What follows belongs to an exercise in optimizing a design on an open flow for small area, a short achievable clock period and few clock cycles; a production flow would make more cautious choices.
In this exercise RTL edits were held to simulation tests only and were not proved equivalent to the original.
No activity file was given, so power comes from the tool's default toggle rates.

==> run a: inputs <==
## fsm
module fsm(
    input [15:0] dataIn,
    input R_I,
    input reset,
    input clk,
    output reg r_o,
    output reg [1:0] err,
    output [31:0] dataOut,
    output ready
    );
==> flow/config.mk <==
export PLATFORM = sky130hd
export DESIGN_NAME = fsm
export DESIGN_NICKNAME = fsm
export VERILOG_FILES = /design/flow/design.v
export SDC_FILE = /design/flow/constraint.sdc
export NUM_CORES = 4
export LEC_CHECK = 0
export ABC_AREA = 1
export CAP_MARGIN = 20
export CORE_MARGIN = 2
export CORE_UTILIZATION = 40
export SLEW_MARGIN = 20
==> flow/constraint.sdc <==
create_clock -name core_clock -period 10.0 [get_ports {clk}]
set_input_delay 2.0000 -clock core_clock [delete_from_list [all_inputs] [get_ports {clk}]]
set_output_delay 2.0000 -clock core_clock [all_outputs]
set_load 0.01 [all_outputs]
standard.sh (not shown) runs the stock make flow with config.mk's settings and CLKGATE_MAP_FILE= SYNTH_SCRIPT=/design/flow/synth_recipe.tcl, a recipe that flattens the netlist after the stock synthesis.
==> flow/flow/run.sh <==
#!/bin/bash
# Standard ORFS layout, with timing repair aimed below the design's period.
set -euo pipefail
MARGIN=$(cat flow/margin.txt)
sed "s/^make -C/make SETUP_SLACK_MARGIN=$MARGIN -C/" standard.sh > standard_margin.sh
bash standard_margin.sh > make.log 2>&1
==> flow/flow/margin.txt <==
6
==> run b (differences from run a) <==
--- a/flow/design.v
+++ b/flow/design.v
@@ -75,17 +75,16 @@
     assign r_nx = {sel, 1'b0};
 endmodule
 `timescale 1ns / 1ps
 module pow2_fsm(
     input  [23:0] m,
     input  [23:0] s, c,
-    input         cin,
+    input         pc,
     input  [7:0]  sx,
     output [23:0] s_nx, c_nx,
-    output        cout,
-    output        l7
+    output [7:0]  ls, lc
     );
     function [63:0] csa;    
         input [31:0] a, b, d;
         begin
             csa = {a ^ b ^ d, ((a & b) | (a & d) | (b & d)) << 1};
         end
@@ -95,26 +94,25 @@
     wire [31:0] p2 = sx[2] ? {6'd0, m, 2'd0} : 32'd0;
     wire [31:0] p3 = sx[3] ? {5'd0, m, 3'd0} : 32'd0;
     wire [31:0] p4 = sx[4] ? {4'd0, m, 4'd0} : 32'd0;
     wire [31:0] p5 = sx[5] ? {3'd0, m, 5'd0} : 32'd0;
     wire [31:0] p6 = sx[6] ? {2'd0, m, 6'd0} : 32'd0;
     wire [31:0] p7 = sx[7] ? {1'd0, m, 7'd0} : 32'd0;
-    wire [31:0] p1c = p1 | {31'd0, cin};
+    wire [31:0] p7c = p7 | {31'd0, pc};
     wire [63:0] a1 = csa({8'd0, s}, {8'd0, c}, p0);
-    wire [63:0] b1 = csa(p1c, p2, p3);
+    wire [63:0] b1 = csa(p1, p2, p3);
     wire [63:0] c1 = csa(p4, p5, p6);
     wire [63:0] a2 = csa(a1[63:32], a1[31:0], b1[63:32]);
     wire [63:0] b2 = csa(b1[31:0], c1[63:32], c1[31:0]);
     wire [63:0] a3 = csa(a2[63:32], a2[31:0], b2[63:32]);
     wire [63:0] a4 = csa(a3[63:32], a3[31:0], b2[31:0]);
-    wire [63:0] a5 = csa(a4[63:32], a4[31:0], p7);
-    wire [8:0] lo = {1'b0, a5[39:32]} + {1'b0, a5[7:0]};
-    assign cout = lo[8];
-    assign l7   = lo[7];
+    wire [63:0] a5 = csa(a4[63:32], a4[31:0], p7c);
     assign s_nx = a5[63:40];
     assign c_nx = a5[31:8];
+    assign ls   = a5[39:32];
+    assign lc   = a5[7:0];
 endmodule
 `timescale 1ns / 1ps
 module fsm(
     input [15:0] dataIn,
     input R_I,
     input reset,
@@ -130,20 +128,20 @@
     reg        rdy;
     reg [31:0] reg_x;       
     reg [31:0] reg_n;
     reg [24:0] cnt;         
     reg        last;        
     reg [4:0]  it;
-    reg        first;       
+    reg [3:0]  oh;          
+    reg        go_s1;       
+    reg [3:0]  stopm2;
     reg [7:0]  sx_r;        
     reg [23:0] acs, acc_c;  
-    reg        acin;        
-    reg        l23;         
+    reg [7:0]  a_ls, a_lc;  
     reg        q0r;         
     reg        sqd;         
-    reg [3:0]  stopm1;      
     reg [4:0]  sa;          
     reg [24:0] rem;         
     reg [23:0] quo;
     reg        asub;        
     reg        bmd;         
     reg [7:0]  mx_e;        
@@ -159,19 +157,21 @@
     wire        fr_err, fr_inf;
     wire [24:0] fr_inc;
     checkfr_fsm FR(.num_in({reg_n[31:16], dataIn}), .res(fr_err), .inf(), .inc());
     checkfr_fsm FC(.num_in(reg_n), .res(), .inf(fr_inf), .inc(fr_inc));
     wire [24:0] tgt = {1'b1, reg_n[22:0], 1'b0};
     wire [23:0] xm = {1'b1, reg_x[22:0]};
-    wire [7:0]  sx = first ? xm[7:0] : sx_r;
-    wire [7:0]  sx_nx = it[0] ? xm[23:16] : xm[15:8];
+    wire [7:0]  sx = oh[0] ? xm[7:0] : sx_r;
+    wire [7:0]  sx_nx = oh[1] ? xm[23:16] : xm[15:8];
     wire [23:0] acs_nx, acc_c_nx;
-    wire        acin_nx, l7;
-    pow2_fsm PW(.m(xm), .s(acs), .c(acc_c), .cin(acin), .sx(sx),
-                .s_nx(acs_nx), .c_nx(acc_c_nx), .cout(acin_nx), .l7(l7));
-    wire [23:0] sqsum = acs + acc_c + {23'd0, acin};    
+    wire [7:0]  ls_nx, lc_nx;
+    wire [8:0]  alo  = {1'b0, a_ls} + {1'b0, a_lc};
+    wire        l23  = alo[7];                          
+    pow2_fsm PW(.m(xm), .s(acs), .c(acc_c), .pc(alo[8]), .sx(sx),
+                .s_nx(acs_nx), .c_nx(acc_c_nx), .ls(ls_nx), .lc(lc_nx));
+    wire [23:0] sqsum = acs + acc_c + {23'd0, alo[8]};   
     wire [25:0] as_s;
     sum_fsm SD(.a(rem), .b({reg_x[23] | bmd, reg_x[22:0]}), .sub(asub), .s(as_s));
     wire [24:0] rem_nx;
     wire [1:0]  qb;
     del_fsm DL(.r(rem), .d(xm), .t2(as_s), .r_nx(rem_nx), .q(qb));
     wire [7:0]  xe   = reg_x[30:23];
@@ -200,174 +200,241 @@
     wire [24:0] mant = as_s[24:0];
     wire [7:0]  e_up = mx_e + 8'd1;
     task automatic next_elem;
         begin
             acs <= 24'd0;
             acc_c <= 24'd0;
-            acin <= 1'b0;
+            a_ls <= 8'd0;
+            a_lc <= 8'd0;
             quo <= 24'd0;
             rem <= {1'b0, 1'b1, reg_n[22:0]};
             it <= 5'd0;
-            first <= 1'b1;
+            oh <= 4'b0001;
+            go_s1 <= 1'b0;
             asub <= 1'b1;
             bmd <= 1'b1;
         end
     endtask
-    task automatic present;
-        begin
-            r_o <= 1'b1;
-            if (last) begin
-                rdy <= 1'b1;
-                state <= W1;
-            end else
-                state <= MD;
-        end
-    endtask
+    reg [3:0] state_d;
+    reg       rdy_d, r_o_d;
+    always @(*) begin
+        state_d = state;
+        rdy_d = rdy;
+            r_o_d = 1'b0;
+            case (state)
+                W1: if (take) begin
+                    state_d = W2;
+                end
+                W2: if (take) begin
+                    if ({reg_x[31:16], dataIn} == 32'd0) begin
+                        r_o_d = 1'b1;
+                        state_d = W1;
+                    end else
+                        state_d = W3;
+                end
+                W3: if (take) begin
+                    state_d = W4;
+                end
+                W4: if (take) begin
+                    rdy_d = 1'b0;
+                    r_o_d = !fr_err;
+                    state_d = fr_err ? ERRN : MD;
+                end
+                ERRN: begin
+                    r_o_d = 1'b1;
+                    rdy_d = 1'b1;
+                    state_d = W1;
+                end
+                MD: begin
+                    if (oh[1] && ovr) begin
+                        r_o_d = 1'b1;
+                        rdy_d = 1'b1;
+                        state_d = W1;
+                    end else if (oh[3] && !amb && e_gt && (ad >= 8'd24)) begin
+                        r_o_d = 1'b1;
+                        if (last) begin
+                            rdy_d = 1'b1;
+                            state_d = W1;
+                        end else begin
+                            state_d = MD;
+                        end
+                    end else if (go_s1) begin
+                        state_d = S1;
+                    end
+                end
+                S1: begin
+                    if (amb && ovf) begin
+                        r_o_d = 1'b1;
+                        rdy_d = 1'b1;
+                        state_d = W1;
+                    end else if (amb && sqd) begin
+                        r_o_d = 1'b1;
+                        if (last) begin
+                            rdy_d = 1'b1;
+                            state_d = W1;
+                        end else begin
+                            state_d = MD;
+                        end
+                    end else begin
+                        state_d = S2;
+                    end
+                end
+                S2: begin
+                    if (mant[24] || mant[23]) begin
+                        r_o_d = 1'b1;
+                        if (last) begin
+                            rdy_d = 1'b1;
+                            state_d = W1;
+                        end else begin
+                            state_d = MD;
+                        end
+                    end else begin
+                        state_d = NORM;
+                    end
+                end
+                NORM: begin
+                    if (reg_x[22] || it == 5'd22) begin
+                        r_o_d = 1'b1;
+                        if (last) begin
+                            rdy_d = 1'b1;
+                            state_d = W1;
+                        end else begin
+                            state_d = MD;
+                        end
+                    end
+                end
+                default: begin
+                    state_d = W1;
+                    rdy_d = 1'b1;
+                end
+            endcase
+    end
     always @(posedge clk) begin
         if (reset) begin
             state <= W1;
             rdy <= 1'b1;
             r_o <= 1'b0;
         end else begin
-            r_o <= 1'b0;
+            state <= state_d;
+            rdy <= rdy_d;
+            r_o <= r_o_d;
+        end
+    end
+    always @(posedge clk) begin
             case (state)
-                W1: if (take) begin
+                W1: begin
                     reg_x[31:16] <= dataIn;
-                    state <= W2;
                 end
-                W2: if (take) begin
+                W2: begin
                     reg_x[15:0] <= dataIn;
-                    if ({reg_x[31:16], dataIn} == 32'd0) begin
-                        err <= 2'b11;
-                        r_o <= 1'b1;
-                        state <= W1;
-                    end else
-                        state <= W3;
+                    err <= 2'b11;
                 end
-                W3: if (take) begin
+                W3: begin
                     reg_n[31:16] <= dataIn;
-                    state <= W4;
                 end
-                W4: if (take) begin
+                W4: begin
                     reg_n[15:0] <= dataIn;
-                    rdy <= 1'b0;
                     err <= 2'b00;
                     cnt <= fr_inc;
                     last <= 1'b0;
                     acs <= 24'd0;
                     acc_c <= 24'd0;
-                    acin <= 1'b0;
+                    a_ls <= 8'd0;
+                    a_lc <= 8'd0;
                     quo <= 24'd0;
                     rem <= {1'b0, 1'b1, reg_n[22:16], dataIn};
                     it <= 5'd0;
-                    first <= 1'b1;
+                    oh <= 4'b0001;
+            go_s1 <= 1'b0;
                     asub <= 1'b1;
                     bmd <= 1'b1;
-                    r_o <= !fr_err;
-                    state <= fr_err ? ERRN : MD;
                 end
                 ERRN: begin
                     err <= 2'b10;
                     reg_x <= 32'd0;
-                    r_o <= 1'b1;
-                    rdy <= 1'b1;
-                    state <= W1;
                 end
                 MD: begin
-                    if (it[3:0] <= 4'd2) begin
+                    if (oh[0] | oh[1] | oh[2]) begin
                         acs <= acs_nx;
                         acc_c <= acc_c_nx;
-                        acin <= acin_nx;
+                        a_ls <= ls_nx;
+                        a_lc <= lc_nx;
                     end
-                    if (it[3:0] == 4'd2) l23 <= l7;
                     rem <= rem_nx;
                     quo <= {quo[21:0], qb};
                     sx_r <= sx_nx;
-                    first <= 1'b0;
+                    oh <= {oh[2:0], 1'b0};
+                    go_s1 <= oh[3] ? (stop == 4'd5) : (!(oh[0] | oh[1] | oh[2]) && it[3:0] == stopm2);
                     it <= it + 5'd1;
                     ovf <= over;
-                    case (it[3:0])
-                        4'd0: begin
+                    begin
+                        if (oh[0]) begin
                             cnt  <= cnt + fr_inc;
                             sqe  <= sq_e;
                             amb  <= amb_c;
+                            ovr  <= ovr_c;
                             mx_e <= reg_n[30:23] - xe + 8'd126;
                             sub  <= reg_n[31] ^ reg_x[31];
                         end
-                        4'd1: begin
+                        if (oh[1]) begin
                             q0r  <= quo[1];
                             mx_e <= mx_e + {7'd0, quo[1]};
                             last <= !fr_inf && (cnt == tgt);
                         end
-                        4'd2: begin
+                        if (oh[2]) begin
                             e_gt <= dqt[8];
                             e_eq <= (dsq == 9'd0);
                             ad   <= dsq[8] ? dqt[7:0] : dsq[7:0];
                             mx_e <= dsq[8] ? mx_e : sqe;
                         end
-                        4'd3: begin
+                        if (oh[3]) begin
                             acs[22:0] <= sqf_m;
                             sqd    <= e_gt & (ad >= 8'd24);
-                            stopm1 <= stop - 4'd1;
+                            stopm2 <= stop - 4'd2;
                             sa     <= part ? sa_q : (ad >= 8'd24) ? 5'd24 : ad[4:0];
                         end
-                        default: ;
-                    endcase
-                    if (it[3:0] == 4'd0 && ovr_c) begin
+                    end
+                    if (oh[1] && ovr) begin
                         err <= 2'b01;
                         reg_x <= 32'd0;
-                        r_o <= 1'b1;
-                        rdy <= 1'b1;
-                        state <= W1;
-                    end else if (it[3:0] == 4'd3 && !amb && e_gt && (ad >= 8'd24)) begin
+                    end else if (oh[3] && !amb && e_gt && (ad >= 8'd24)) begin
                         reg_x <= {1'b0, sqe, sqf_m};
                         next_elem;
-                        present;
-                    end else if (it[3:0] == stopm1 && it[3:0] >= 4'd4)
-                        state <= S1;
+                    end else if (go_s1) begin
+                    end
                 end
                 S1: begin
                     if (amb && ovf) begin
                         err <= 2'b01;
                         reg_x <= 32'd0;
-                        r_o <= 1'b1;
-                        rdy <= 1'b1;
-                        state <= W1;
                     end else if (amb && sqd) begin
                         reg_x <= {1'b0, sq};
                         next_elem;
-                        present;
                     end else begin
                         rem <= {2'b01, al_m};
                         reg_x[23:0] <= al_sh;
                         mx_s <= al_agt ? 1'b0 : sub;
                         asub <= sub;
                         bmd <= 1'b0;
-                        state <= S2;
                     end
                 end
                 S2: begin
                     reg_x <= {mx_s, (mant[24] ? e_up : mx_e), (mant[24] ? mant[23:1] : mant[22:0])};
                     next_elem;
-                    if (mant[24] || mant[23])
-                        present;
-                    else
-                        state <= NORM;
+                    if (mant[24] || mant[23]) begin
+                    end else begin
+                    end
                 end
                 NORM: begin
                     reg_x[30:0] <= {reg_x[30:23] - 8'd1, reg_x[21:0], 1'b0};
                     it <= it + 5'd1;
                     if (reg_x[22] || it == 5'd22) begin
                         it <= 5'd0;
-                        present;
                     end
                 end
                 default: begin
-                    state <= W1;
-                    rdy <= 1'b1;
                 end
             endcase
-        end
     end
     assign dataOut = reg_x;
     assign ready = rdy;
 endmodule
==> flow/run.sh (new file) <==
#!/bin/bash
# synth_recipe.tcl (not shown) runs the flow's synth.tcl, then flattens the netlist and writes it again
# the make line also repeats each setting of config.mk as NAME=value (left out here)
make -C /OpenROAD-flow-scripts/flow DESIGN_CONFIG=/design/flow/config.mk WORK_HOME=/design/flow/orfs CLKGATE_MAP_FILE= SYNTH_SCRIPT=/design/flow/synth_recipe.tcl finish
--- a/flow/config.mk
+++ b/flow/config.mk
@@ -5,8 +5,9 @@
 export SDC_FILE = /design/flow/constraint.sdc
 export NUM_CORES = 4
 export LEC_CHECK = 0
 export ABC_AREA = 1
 export CAP_MARGIN = 20
 export CORE_MARGIN = 2
-export CORE_UTILIZATION = 40
+export CORE_UTILIZATION = 60
+export SETUP_SLACK_MARGIN = 5
 export SLEW_MARGIN = 20
removed: flow/flow/run.sh
removed: flow/flow/margin.txt
removed: flow/standard.sh
==> run c (differences from run a) <==
==> flow/run.sh (new file) <==
#!/bin/bash
# synth_recipe.tcl (not shown) runs the flow's synth.tcl, then flattens the netlist and writes it again
# the make line also repeats each setting of config.mk as NAME=value (left out here)
make -C /OpenROAD-flow-scripts/flow DESIGN_CONFIG=/design/flow/config.mk WORK_HOME=/design/flow/orfs CLKGATE_MAP_FILE= SYNTH_SCRIPT=/design/flow/synth_recipe.tcl finish
--- a/flow/config.mk
+++ b/flow/config.mk
@@ -6,7 +6,8 @@
 export NUM_CORES = 4
 export LEC_CHECK = 0
 export ABC_AREA = 1
 export CAP_MARGIN = 20
 export CORE_MARGIN = 2
 export CORE_UTILIZATION = 40
+export SETUP_SLACK_MARGIN = 5
 export SLEW_MARGIN = 20
removed: flow/flow/run.sh
removed: flow/flow/margin.txt
removed: flow/standard.sh
==> comparison table <==
quantity                                                                                                    run b                    run c                    run a
Seq cells                                                                                                     273                      254                      254
First DRT Iteration DRCs                                                                                     4970                     4170                     4355
Number of setup buffers added after CTS                                                                         9                       26                      110
Sequential share of cell area                                                                              21.60%                   20.06%                   18.55%
Critical path arrival                                                                                     5.20 ns                  5.15 ns                  4.92 ns
Yosys top cell area share                                                                                  22.83%                   21.86%                   21.86%
Run status                                                                                complete, no violations  complete, no violations  complete, no violations
Master of the slowest instance on the critical path                                     sky130_fd_sc_hd__edfxtp_1    sky130_fd_sc_hd__fa_1    sky130_fd_sc_hd__fa_2
CTS sink count                                                                                                273                      254                      254
Yosys reg bits                                                                                                273                      254                      254
Transition time of the tightest slew-check pin                                                           1.254 ns                 1.113 ns                 1.066 ns
Relative contribution of the clock network to total power                                                   30.3%                    38.3%                    33.0%
Clock slew at the register clock pins of the worst setup and hold paths                                   0.06 ns                  0.06 ns                  0.07 ns
Uppermost metal layer occupied by signal nets                                                                met5                     met4                     met5
Share of synthesized cell area in and, or, nand and nor gates                                              29.72%                   30.05%                   30.05%
Hold path start                                                                                          state[0]                     mx_s                      sub
Post-synthesis compound-gate area fraction                                                                 11.26%                   11.53%                   11.53%
Worst Hold Endpoint                                                                                      state[0]                reg_x[31]                     asub
Most frequent cell on the critical path                                                  sky130_fd_sc_hd__nand2_1    sky130_fd_sc_hd__fa_1    sky130_fd_sc_hd__fa_1
Starting density of the core                                                                               60.76%                   40.21%                   40.21%
Largest net degree at the start of global routing                                                              74                       71                       72
Antenna violations before repair                                                                                4                        0                        3
NumNets Final                                                                                                5502                     5388                     5497
Setup crit end                                                                                            rem[21]                     acin                     acin
Post-synthesis share of cell area spent on full adders, half adders and majority gates                     22.36%                   22.93%                   22.93%
Final weighted congestion in routability-driven placement                                                   1.073                   0.9867                    1.043
Testbench counts of run a, summed over its fixed seeds: cycles 9,732.
Testbench counts of run b, summed over its fixed seeds: cycles 9,959.
Testbench counts of run c, summed over its fixed seeds: cycles 9,732.

[what the ideal ports hide]
In the flow no input, the clock included, has a driving cell. The finished layouts below were timed again as built, in two steps. Step 1 sets driving cells, clkbuf_16 on the clock port and buf_2 on the other inputs (assumed; they add their load-dependent delay and slew). Step 2, shift: input delay + t, output delay - t, t = (earliest + latest rising clock arrival at the registers) / 2. This alone moves slack from input paths to output paths. Slacks: ideal / step 1 / step 2; pairs: ideal / step 1.
run | shift t [ns] | setup slack, ns | worst setup path after step 2 | clock arrival spread, ns | worst slew at a driven data input, ns
run a | 0.647 | 5.401 / 5.401 / 5.401 | register to register | 0.047 / 0.047 | 0.03
run b | 0.639 | 5.097 / 5.097 / 5.097 | register to register | 0.040 / 0.040 | 0.04
run c | 0.645 | 5.164 / 5.164 / 4.935 | input to register | 0.026 / 0.026 | 0.03
After both steps setup and hold are still met in every run listed. The setup slack of run c, which loses most, moves by 0.000 ns with the drivers and by -0.229 ns with both steps.
